Background: an optimization exercise with open tools, aiming at small area, a short achievable clock period and few clock cycles per item. Do not read the settings as production practice. The RTL was checked by simulation tests, not by an equivalence proof against the original design. Power is estimated from default activity; no workload was simulated.

==> inputs of job 1900 <==
==> flow/design.v (excerpt) <==
module Main_DP (
	input clk, rst,
	input en,
	output [31:0] Data_o,
	output [27:0] Addr_GBF_in,
	output [27:0] Addr_GBF_w,
	output [23:0] Addr_GBF_o,
	input [31:0] Data_in,
	input [31:0] Data_w,
	output [3:0] we_o,
	output done
	);
	localparam NC = 3;           
	localparam LAST = 54;        
	reg [3:0] ka;
	reg [2:0] ta;
	wire stop = (ta == 3'd4) && (ka == 4'd7);     
	reg [3:0] first;     
	reg wstart;          
	reg done_r;
	reg [3:0] we_r;
	reg [1:0] wrow [0:3];
	reg [1:0] wtile [0:3];
	reg [6:0] addr_a [0:3];
	reg [4:0] addr_bh [0:3];    
	integer p;
	always @(posedge clk or posedge rst) begin
		if (rst) begin
			ka <= 4'd1;
			ta <= 3'd0;
			wstart <= 1'b0;
			done_r <= 1'b0;
			addr_a[0] <= 7'd0;
			for (p = 0; p < 4; p = p + 1) begin
				addr_bh[p] <= 5'd0;
				we_r[p] <= 1'b0;
				wrow[p] <= 2'd0;
				wtile[p] <= 2'd0;
			end
		end else if (en) begin
			if (!stop) begin
				ka <= (ka == 4'd11) ? 4'd0 : ka + 4'd1;
				ta <= (ka == 4'd11) ? ta + 3'd1 : ta;
			end
			wstart <= (ta != 3'd0) && (ka == 4'd1);
			done_r <= (ta == 3'd4) && (ka >= 4'd6);
			addr_a[0] <= {ta[1], 2'b00} * 7'd12 + ka;
			for (p = 0; p < 4; p = p + 1) begin
				addr_bh[p] <= (addr_bh[p][4:1] == 4'd11) ? {4'd0, ~addr_bh[p][0]} : addr_bh[p] + 5'd2;
				we_r[p] <= wstart || (we_r[p] && wrow[p] != 2'd3);
				wrow[p] <= we_r[p] ? wrow[p] + 2'd1 : 2'd0;
				if (we_r[p] && wrow[p] == 2'd3)
					wtile[p] <= wtile[p] + 2'd1;
			end
		end
	end
	always @(posedge clk)
  ...
==> flow/config.mk <==
export PLATFORM = sky130hd
export DESIGN_NAME = Main_DP
export DESIGN_NICKNAME = Main_DP
export VERILOG_FILES = /design/flow/design.v
export SDC_FILE = /design/flow/constraint.sdc
export NUM_CORES = 8
export LEC_CHECK = 0
export CAP_MARGIN = 20
export CORE_MARGIN = 2
export CORE_UTILIZATION = 40
export SLEW_MARGIN = 20
==> flow/constraint.sdc <==
create_clock -name core_clock -period 10.0 [get_ports {clk}]
set_input_delay 2.0000 -clock core_clock [delete_from_list [all_inputs] [get_ports {clk}]]
set_output_delay 2.0000 -clock core_clock [all_outputs]
set_load 0.01 [all_outputs]
standard.sh (not shown) runs the stock make flow with config.mk's settings and CLKGATE_MAP_FILE= SYNTH_SCRIPT=/design/flow/synth_recipe.tcl, a recipe that flattens the netlist after the stock synthesis.
==> flow/flow/run.sh <==
#!/bin/bash
# The standard layout (standard.sh: ORFS synthesis, floorplan, placement, CTS, routing)
# at the design's clock and constraints, with these settings changed:
# - timing repair keeps a setup margin of 7 ns on the 10 ns clock, so it sizes the design
#   for a shorter achieved period;
# - port buffers are buf_2 cells;
# - CTS clusters up to 30 sinks within 100 um.
set -euo pipefail
bash standard.sh SETUP_SLACK_MARGIN=7.0 CTS_CLUSTER_SIZE=30 CTS_CLUSTER_DIAMETER=100 \
  "BUFFER_PORTS_ARGS=-buffer_cell sky130_fd_sc_hd__buf_2" finish > run_standard.log 2>&1
==> inputs of job 6521, as changes to job 1900 <==
--- a/flow/design.v
+++ b/flow/design.v
@@ -1,8 +1,8 @@
-module mac8(input [3:0] one, input [3:0] two, input [3:0] neg, input [7:0] b, input [7:0] s, input [2:0] cx, output [7:0] ns, output [2:0] ncx);
+module mac8(input [3:0] one, input [3:0] two, input [3:0] neg, input [7:0] b, input [7:0] s, input [1:0] cx, output [7:0] ns, output [1:0] ncx);
 wire w1;
 wire w2;
 wire w3;
 wire w4;
 wire w5;
 wire w6;
 wire w7;
@@ -59,88 +59,73 @@
 assign w18 = (w13 & w15) | (w13 & w12) | (w15 & w12);
 assign w19 = s[5] ^ cx[0] ^ (((one[0] & b[5]) | (two[0] & b[4])) ^ neg[0]);
 assign w20 = (s[5] & cx[0]) | (s[5] & (((one[0] & b[5]) | (two[0] & b[4])) ^ neg[0])) | (cx[0] & (((one[0] & b[5]) | (two[0] & b[4])) ^ neg[0]));
 assign w21 = (((one[1] & b[3]) | (two[1] & b[2])) ^ neg[1]) ^ (((one[2] & b[1]) | (two[2] & b[0])) ^ neg[2]) ^ w14;
 assign w22 = ((((one[1] & b[3]) | (two[1] & b[2])) ^ neg[1]) & (((one[2] & b[1]) | (two[2] & b[0])) ^ neg[2])) | ((((one[1] & b[3]) | (two[1] & b[2])) ^ neg[1]) & w14) | ((((one[2] & b[1]) | (two[2] & b[0])) ^ neg[2]) & w14);
 assign w23 = w19 ^ w16 ^ w21;
 assign w24 = (w19 & w16) | (w19 & w21) | (w16 & w21);
-assign w25 = neg[3] ^ s[6] ^ cx[1];
-assign w26 = (neg[3] & s[6]) | (neg[3] & cx[1]) | (s[6] & cx[1]);
-assign w27 = (((one[0] & b[6]) | (two[0] & b[5])) ^ neg[0]) ^ (((one[1] & b[4]) | (two[1] & b[3])) ^ neg[1]) ^ (((one[2] & b[2]) | (two[2] & b[1])) ^ neg[2]);
-assign w28 = ((((one[0] & b[6]) | (two[0] & b[5])) ^ neg[0]) & (((one[1] & b[4]) | (two[1] & b[3])) ^ neg[1])) | ((((one[0] & b[6]) | (two[0] & b[5])) ^ neg[0]) & (((one[2] & b[2]) | (two[2] & b[1])) ^ neg[2])) | ((((one[1] & b[4]) | (two[1] & b[3])) ^ neg[1]) & (((one[2] & b[2]) | (two[2] & b[1])) ^ neg[2]));
-assign w29 = ((one[3] & b[0]) ^ neg[3]) ^ w25 ^ w20;
-assign w30 = (((one[3] & b[0]) ^ neg[3]) & w25) | (((one[3] & b[0]) ^ neg[3]) & w20) | (w25 & w20);
-assign w31 = w27 ^ w22 ^ w29;
-assign w32 = (w27 & w22) | (w27 & w29) | (w22 & w29);
-assign w33 = s[7] ^ cx[2];
+assign w25 = neg[3] ^ s[6] ^ (((one[0] & b[6]) | (two[0] & b[5])) ^ neg[0]);
+assign w26 = (neg[3] & s[6]) | (neg[3] & (((one[0] & b[6]) | (two[0] & b[5])) ^ neg[0])) | (s[6] & (((one[0] & b[6]) | (two[0] & b[5])) ^ neg[0]));
+assign w27 = (((one[1] & b[4]) | (two[1] & b[3])) ^ neg[1]) ^ (((one[2] & b[2]) | (two[2] & b[1])) ^ neg[2]) ^ ((one[3] & b[0]) ^ neg[3]);
+assign w28 = ((((one[1] & b[4]) | (two[1] & b[3])) ^ neg[1]) & (((one[2] & b[2]) | (two[2] & b[1])) ^ neg[2])) | ((((one[1] & b[4]) | (two[1] & b[3])) ^ neg[1]) & ((one[3] & b[0]) ^ neg[3])) | ((((one[2] & b[2]) | (two[2] & b[1])) ^ neg[2]) & ((one[3] & b[0]) ^ neg[3]));
+assign w29 = w20 ^ w25 ^ w27;
+assign w30 = (w20 & w25) | (w20 & w27) | (w25 & w27);
+assign w31 = w22 ^ w29 ^ w24;
+assign w32 = (w22 & w29) | (w22 & w24) | (w29 & w24);
+assign w33 = s[7] ^ cx[1];
 assign w34 = w33 ^ (((one[0] & b[7]) | (two[0] & b[6])) ^ neg[0]);
 assign w35 = (((one[1] & b[5]) | (two[1] & b[4])) ^ neg[1]) ^ (((one[2] & b[3]) | (two[2] & b[2])) ^ neg[2]);
-assign w36 = (((one[3] & b[1]) | (two[3] & b[0])) ^ neg[3]) ^ w26;
-assign w37 = w34 ^ w35;
-assign w38 = w36 ^ w37;
-assign w39 = w28 ^ w38;
+assign w36 = (((one[3] & b[1]) | (two[3] & b[0])) ^ neg[3]) ^ w34;
+assign w37 = w35 ^ w36;
+assign w38 = w26 ^ w28;
+assign w39 = w37 ^ w38;
 assign w40 = w39 ^ w30;
-assign ns = {w32, w24, w18, w17, w11, w7, w3, w1};
-assign ncx = {w40, w31, w23};
+assign ns = {w32, w31, w18, w17, w11, w7, w3, w1};
+assign ncx = {w40, w23};
 endmodule
 module Main_DP (
 	input clk, rst,
 	input en,
 	output [31:0] Data_o,
 	output [27:0] Addr_GBF_in,
 	output [27:0] Addr_GBF_w,
 	output [23:0] Addr_GBF_o,
 	input [31:0] Data_in,
 	input [31:0] Data_w,
 	output [3:0] we_o,
 	output done
 	);
-	localparam NC = 3;           
-	localparam LAST = 54;        
+	localparam NC = 2;           
 	reg [3:0] ka;
 	reg [2:0] ta;
 	wire stop = (ta == 3'd4) && (ka == 4'd7);     
 	reg [3:0] first;     
-	reg wstart;          
 	reg done_r;
-	reg [3:0] we_r;
-	reg [1:0] wrow [0:3];
-	reg [1:0] wtile [0:3];
+	reg we_r;
+	reg [1:0] wrow;      
+	reg [1:0] wtile;
 	reg [6:0] addr_a [0:3];
-	reg [4:0] addr_bh [0:3];    
+	reg [4:0] addr_bh;   
 	integer p;
 	always @(posedge clk or posedge rst) begin
 		if (rst) begin
 			ka <= 4'd1;
 			ta <= 3'd0;
-			wstart <= 1'b0;
-			done_r <= 1'b0;
-			addr_a[0] <= 7'd0;
-			for (p = 0; p < 4; p = p + 1) begin
-				addr_bh[p] <= 5'd0;
-				we_r[p] <= 1'b0;
-				wrow[p] <= 2'd0;
-				wtile[p] <= 2'd0;
-			end
-		end else if (en) begin
-			if (!stop) begin
-				ka <= (ka == 4'd11) ? 4'd0 : ka + 4'd1;
-				ta <= (ka == 4'd11) ? ta + 3'd1 : ta;
-			end
-			wstart <= (ta != 3'd0) && (ka == 4'd1);
-			done_r <= (ta == 3'd4) && (ka >= 4'd6);
-			addr_a[0] <= {ta[1], 2'b00} * 7'd12 + ka;
-			for (p = 0; p < 4; p = p + 1) begin
-				addr_bh[p] <= (addr_bh[p][4:1] == 4'd11) ? {4'd0, ~addr_bh[p][0]} : addr_bh[p] + 5'd2;
-				we_r[p] <= wstart || (we_r[p] && wrow[p] != 2'd3);
-				wrow[p] <= we_r[p] ? wrow[p] + 2'd1 : 2'd0;
-				if (we_r[p] && wrow[p] == 2'd3)
-					wtile[p] <= wtile[p] + 2'd1;
-			end
-		end
+		end else if (en && !stop) begin
+			ka <= (ka == 4'd11) ? 4'd0 : ka + 4'd1;
+			ta <= (ka == 4'd11) ? ta + 3'd1 : ta;
+		end
+	end
+	always @(posedge clk) begin
+		done_r <= !rst && (done_r || (en && (ta == 3'd4) && (ka >= 4'd6)));
+		we_r <= !rst && en && (ta != 3'd0) && (ka >= 4'd2) && (ka <= 4'd5);
+		wrow <= ka[1:0] - 2'd2;
+		wtile <= ta[1:0] - 2'd1;
+		addr_a[0] <= (!rst && en) ? {ta[1], 2'b00} * 7'd12 + ka : 7'd0;
+		addr_bh <= (!rst && en) ? {ka, ta[0]} : 5'd0;
 	end
 	always @(posedge clk)
 		for (p = 0; p < 4; p = p + 1)
 			first[p] <= en && (ka == p + 1);
 	always @(posedge clk)
 		for (p = 1; p < 4; p = p + 1)
 			addr_a[p] <= addr_a[p-1] + 7'd12;
@@ -195,22 +180,22 @@
 		for (j = 0; j < 4; j = j + 1) begin
 			ms = 8'd0;
 			mc = {NC{1'b0}};
 			for (i = 0; i < 4; i = i + 1) begin
 				ms = ms | ({8{first[i]}} & acc_s[i][j]);
 				mc = mc | ({NC{first[i]}} & acc_c[i][j]);
 			end
-			dout[j] <= {ms[7:8-NC] + mc, ms[7-NC:0]};
+			dout[j] <= ms + {mc[1], 1'b0, mc[0], 5'd0};
 		end
 	end
 	genvar g;
 	generate
 		for (g = 0; g < 4; g = g + 1) begin : ports
 			assign Addr_GBF_in[7*g +: 7] = addr_a[g];
-			assign Addr_GBF_w[7*g +: 7] = {addr_bh[g], g[1:0]};
-			assign Addr_GBF_o[6*g +: 6] = {wtile[g][1], wrow[g], wtile[g][0], g[1:0]};
+			assign Addr_GBF_w[7*g +: 7] = {addr_bh, g[1:0]};
+			assign Addr_GBF_o[6*g +: 6] = {wtile[1], wrow, wtile[0], g[1:0]};
 			assign Data_o[8*g +: 8] = dout[g];
-			assign we_o[g] = we_r[g];
+			assign we_o[g] = we_r;
 		end
 	endgenerate
 	assign done = done_r;
 endmodule
==> flow/flow/run.sh (replaced) <==
#!/bin/bash
# The standard layout (standard.sh: ORFS synthesis, floorplan, placement, CTS, routing)
# at the design's clock and constraints, with these settings changed:
# - timing repair keeps a setup margin of 6.9 ns on the 10 ns clock, so it sizes the
#   design for a shorter achieved period;
# - the core is 70% full (a smaller die, shorter wires);
# - port buffers are buf_1 cells;
# - CTS clusters up to 25 sinks within 90 um.
set -euo pipefail
bash standard.sh SETUP_SLACK_MARGIN=6.9 CORE_UTILIZATION=70 CTS_CLUSTER_SIZE=25 CTS_CLUSTER_DIAMETER=90 \
  "BUFFER_PORTS_ARGS=-buffer_cell sky130_fd_sc_hd__buf_1" finish > run_standard.log 2>&1
==> flow_metrics.tcl <==
set metrics [dict create \
    outcome "complete, no violations" \
    n_tap_cell 846 \
    core_um2 63200 \
    synth_compound_area_frac 0.1154 \
    ir_drop_v 0.0001971 \
    die_height_um 256.9 \
    yosys.area_share.simple 0.07074 \
    netlist_area_um2 25590 \
    fill_cells 5851 \
    ys_ff_latch 463 \
    multi_input_area_share 0.5009 \
    met2_usage 0.3623 \
    multi_input_gates 1497 \
    wl_met3_mm 4.373 \
    viasPerCell 5.209 \
    pwr-share-seq 0.354 \
]
Source of the figures above: job 1900

==> flow_metrics.tcl <==
set metrics [dict create \
    period_share 0.3075 \
    fp-row-count 67 \
    outcome "complete, no violations" \
    viasPerCell 5.909 \
    pwr-share-seq 0.373 \
    critPathCaptureType "primary output" \
    wl_met3_mm 5.559 \
    synth_compound_area_frac 0.1140 \
    fill_cells 2487 \
    met2_usage 0.5302 \
    n_tap_cell 448 \
    ys_ff_latch 412 \
    yosys.area_share.simple 0.06681 \
    multi_input_gates 1379 \
    ir_drop_v 0.0002611 \
]
Source of the figures above: job 6521

Testbench counts of job 1900, summed over its fixed seeds: cycles 6,912, jobs 128.
Testbench counts of job 6521, summed over its fixed seeds: cycles 6,912, jobs 128.


==> exp/zinc <==
Another version of the RTL of Main_DP (not shown whole).
Settings: LEC_CHECK=0, CAP_MARGIN=20, CORE_MARGIN=2, CORE_UTILIZATION=70, CTS_CLUSTER_DIAMETER=90, CTS_CLUSTER_SIZE=25, SETUP_SLACK_MARGIN=5, SLEW_MARGIN=20; clock period 10.0 ns.
run.sh (not shown) runs the stock make flow with config.mk's settings and CLKGATE_MAP_FILE= SYNTH_SCRIPT=/design/flow/synth_recipe.tcl, a recipe that flattens the netlist after the stock synthesis.
Stock flow here: none of the scripts above is used.
==> exp/sierra (differences from exp/zinc) <==
==> flow/flow/run.sh (new file) <==
#!/bin/bash
# The standard layout (standard.sh: ORFS synthesis, floorplan, placement, CTS, routing)
# at the design's clock and constraints, with these settings changed:
# - timing repair keeps a setup margin of 6.9 ns on the 10 ns clock, so it sizes the
#   design for a shorter achieved period;
# - the core is 70% full (a smaller die, shorter wires);
# - port buffers are buf_1 cells;
# - CTS clusters up to 25 sinks within 90 um.
set -euo pipefail
bash standard.sh SETUP_SLACK_MARGIN=6.9 CORE_UTILIZATION=70 CTS_CLUSTER_SIZE=25 CTS_CLUSTER_DIAMETER=90 \
  "BUFFER_PORTS_ARGS=-buffer_cell sky130_fd_sc_hd__buf_1" finish > run_standard.log 2>&1
==> flow/standard.sh (new file) <==
#!/bin/bash
# synth_recipe.tcl (not shown) runs the flow's synth.tcl, then flattens the netlist and writes it again
# the make line also repeats each setting of config.mk as NAME=value (left out here)
make -C /OpenROAD-flow-scripts/flow DESIGN_CONFIG=/design/flow/config.mk WORK_HOME=/design/flow/orfs CLKGATE_MAP_FILE= SYNTH_SCRIPT=/design/flow/synth_recipe.tcl "${@:-finish}"
--- a/flow/config.mk
+++ b/flow/config.mk
@@ -8,7 +8,4 @@
 export CAP_MARGIN = 20
 export CORE_MARGIN = 2
-export CORE_UTILIZATION = 70
-export CTS_CLUSTER_DIAMETER = 90
-export CTS_CLUSTER_SIZE = 25
-export SETUP_SLACK_MARGIN = 5
+export CORE_UTILIZATION = 40
 export SLEW_MARGIN = 20
removed: flow/run.sh
==> load_flow_metrics.sql <==
INSERT INTO impl_metrics (metric_group, metric, value, unit) VALUES
('run_status', 'run_status', 'finished clean', ''),
('timing', 'whs', '358', 'ps'),
('placed_design', 'placed_cells', '2606', ''),
('routing', 'drt_iter0_markers', '1658', ''),
('routing', 'route.layer.met1.wl', '23.4', 'mm'),
('final_layout', 'postLayoutCoreUtil', '77.6', '%'),
('final_layout', 'n_fill_cell', '2245', ''),
('placed_design', 'gp_routability_congestion', '0.884', ''),
('power_and_ir_drop', 'p_comb', '3.58', 'mW'),
('final_layout', 'most-common-layout-cells', 'sky130_fd_sc_hd__dfxtp_1, sky130_fd_sc_hd__a22oi_1, sky130_fd_sc_hd__fa_1', ''),
('final_layout', 'num_antenna_cells', '1', ''),
('critical_path', 'timing.reg2reg.worst_path_depth', '8', ''),
('global_routing', 'met1_usage', '46.6', '%'),
('power_and_ir_drop', 'power_switching', '2.80', 'mW'),
('routing', 'topRoutingLayerUsed', 'met4', '');
the above is filed under exp/zinc

==> load_flow_metrics.sql <==
INSERT INTO impl_metrics (metric_group, metric, value, unit) VALUES
('power_and_ir_drop', 'power_switching', '2.77', 'mW'),
('placed_design', 'placed_cells', '2604', ''),
('timing', 'whs', '358', 'ps'),
('final_layout', 'instances_no_fill', '2629', ''),
('final_layout', 'n_fill_cell', '2345', ''),
('global_routing', 'met1_usage', '47.5', '%'),
('critical_path', 'timing.reg2reg.worst_path_depth', '7', ''),
('routing', 'topRoutingLayerUsed', 'met5', ''),
('run_status', 'run_status', 'finished clean', ''),
('timing', 'timing.slew.headroom', '48.1', '%'),
('final_layout', 'most-common-layout-cells', 'sky130_fd_sc_hd__dfxtp_1, sky130_fd_sc_hd__a22oi_1, sky130_fd_sc_hd__fa_1', ''),
('global_routing', 'use_met3', '5.23', '%'),
('power_and_ir_drop', 'p_comb', '3.37', 'mW'),
('placed_design', 'gp_routability_congestion', '0.886', '');
the above is filed under exp/sierra

Testbench counts of exp/zinc, summed over its fixed seeds: cycles 6,912, jobs 128.
Testbench counts of exp/sierra, summed over its fixed seeds: cycles 6,912, jobs 128.

==> separate check: timing with driven ports <==
In the flow no input, the clock included, has a driving cell. The finished layouts below were timed again as built, in two steps. Step 1 sets driving cells, clkbuf_16 on the clock port and buf_2 on the other inputs (assumed; they add their load-dependent delay and slew). Step 2 moves the port delays by t, midway between the first and last clock arrival at a register: inputs arrive t later, outputs are due t later. That takes back most of the time a late clock gives input paths. a / b / c = ideal / step 1 / step 2; a / b = the first two.
| run | shift t [ns] | setup slack, ns | clock arrival spread, ns | cell pins on the clock port's net |
|---|---|---|---|---|
| job 1900 | 0.639 | 6.824 / 6.757 / 6.572 | 0.033 / 0.034 | 1 |
| job 6521 | 0.601 | 6.925 / 6.868 / 6.556 | 0.026 / 0.025 | 1 |
| exp/zinc | 0.593 | 6.433 / 6.376 / 6.239 | 0.020 / 0.021 | 1 |
| exp/sierra | 0.598 | 6.933 / 6.877 / 6.577 | 0.017 / 0.016 | 1 |
After both steps every run listed still meets setup and hold. The setup slack of job 6521, which loses most, moves by -0.057 ns with the drivers and by -0.369 ns with both steps.
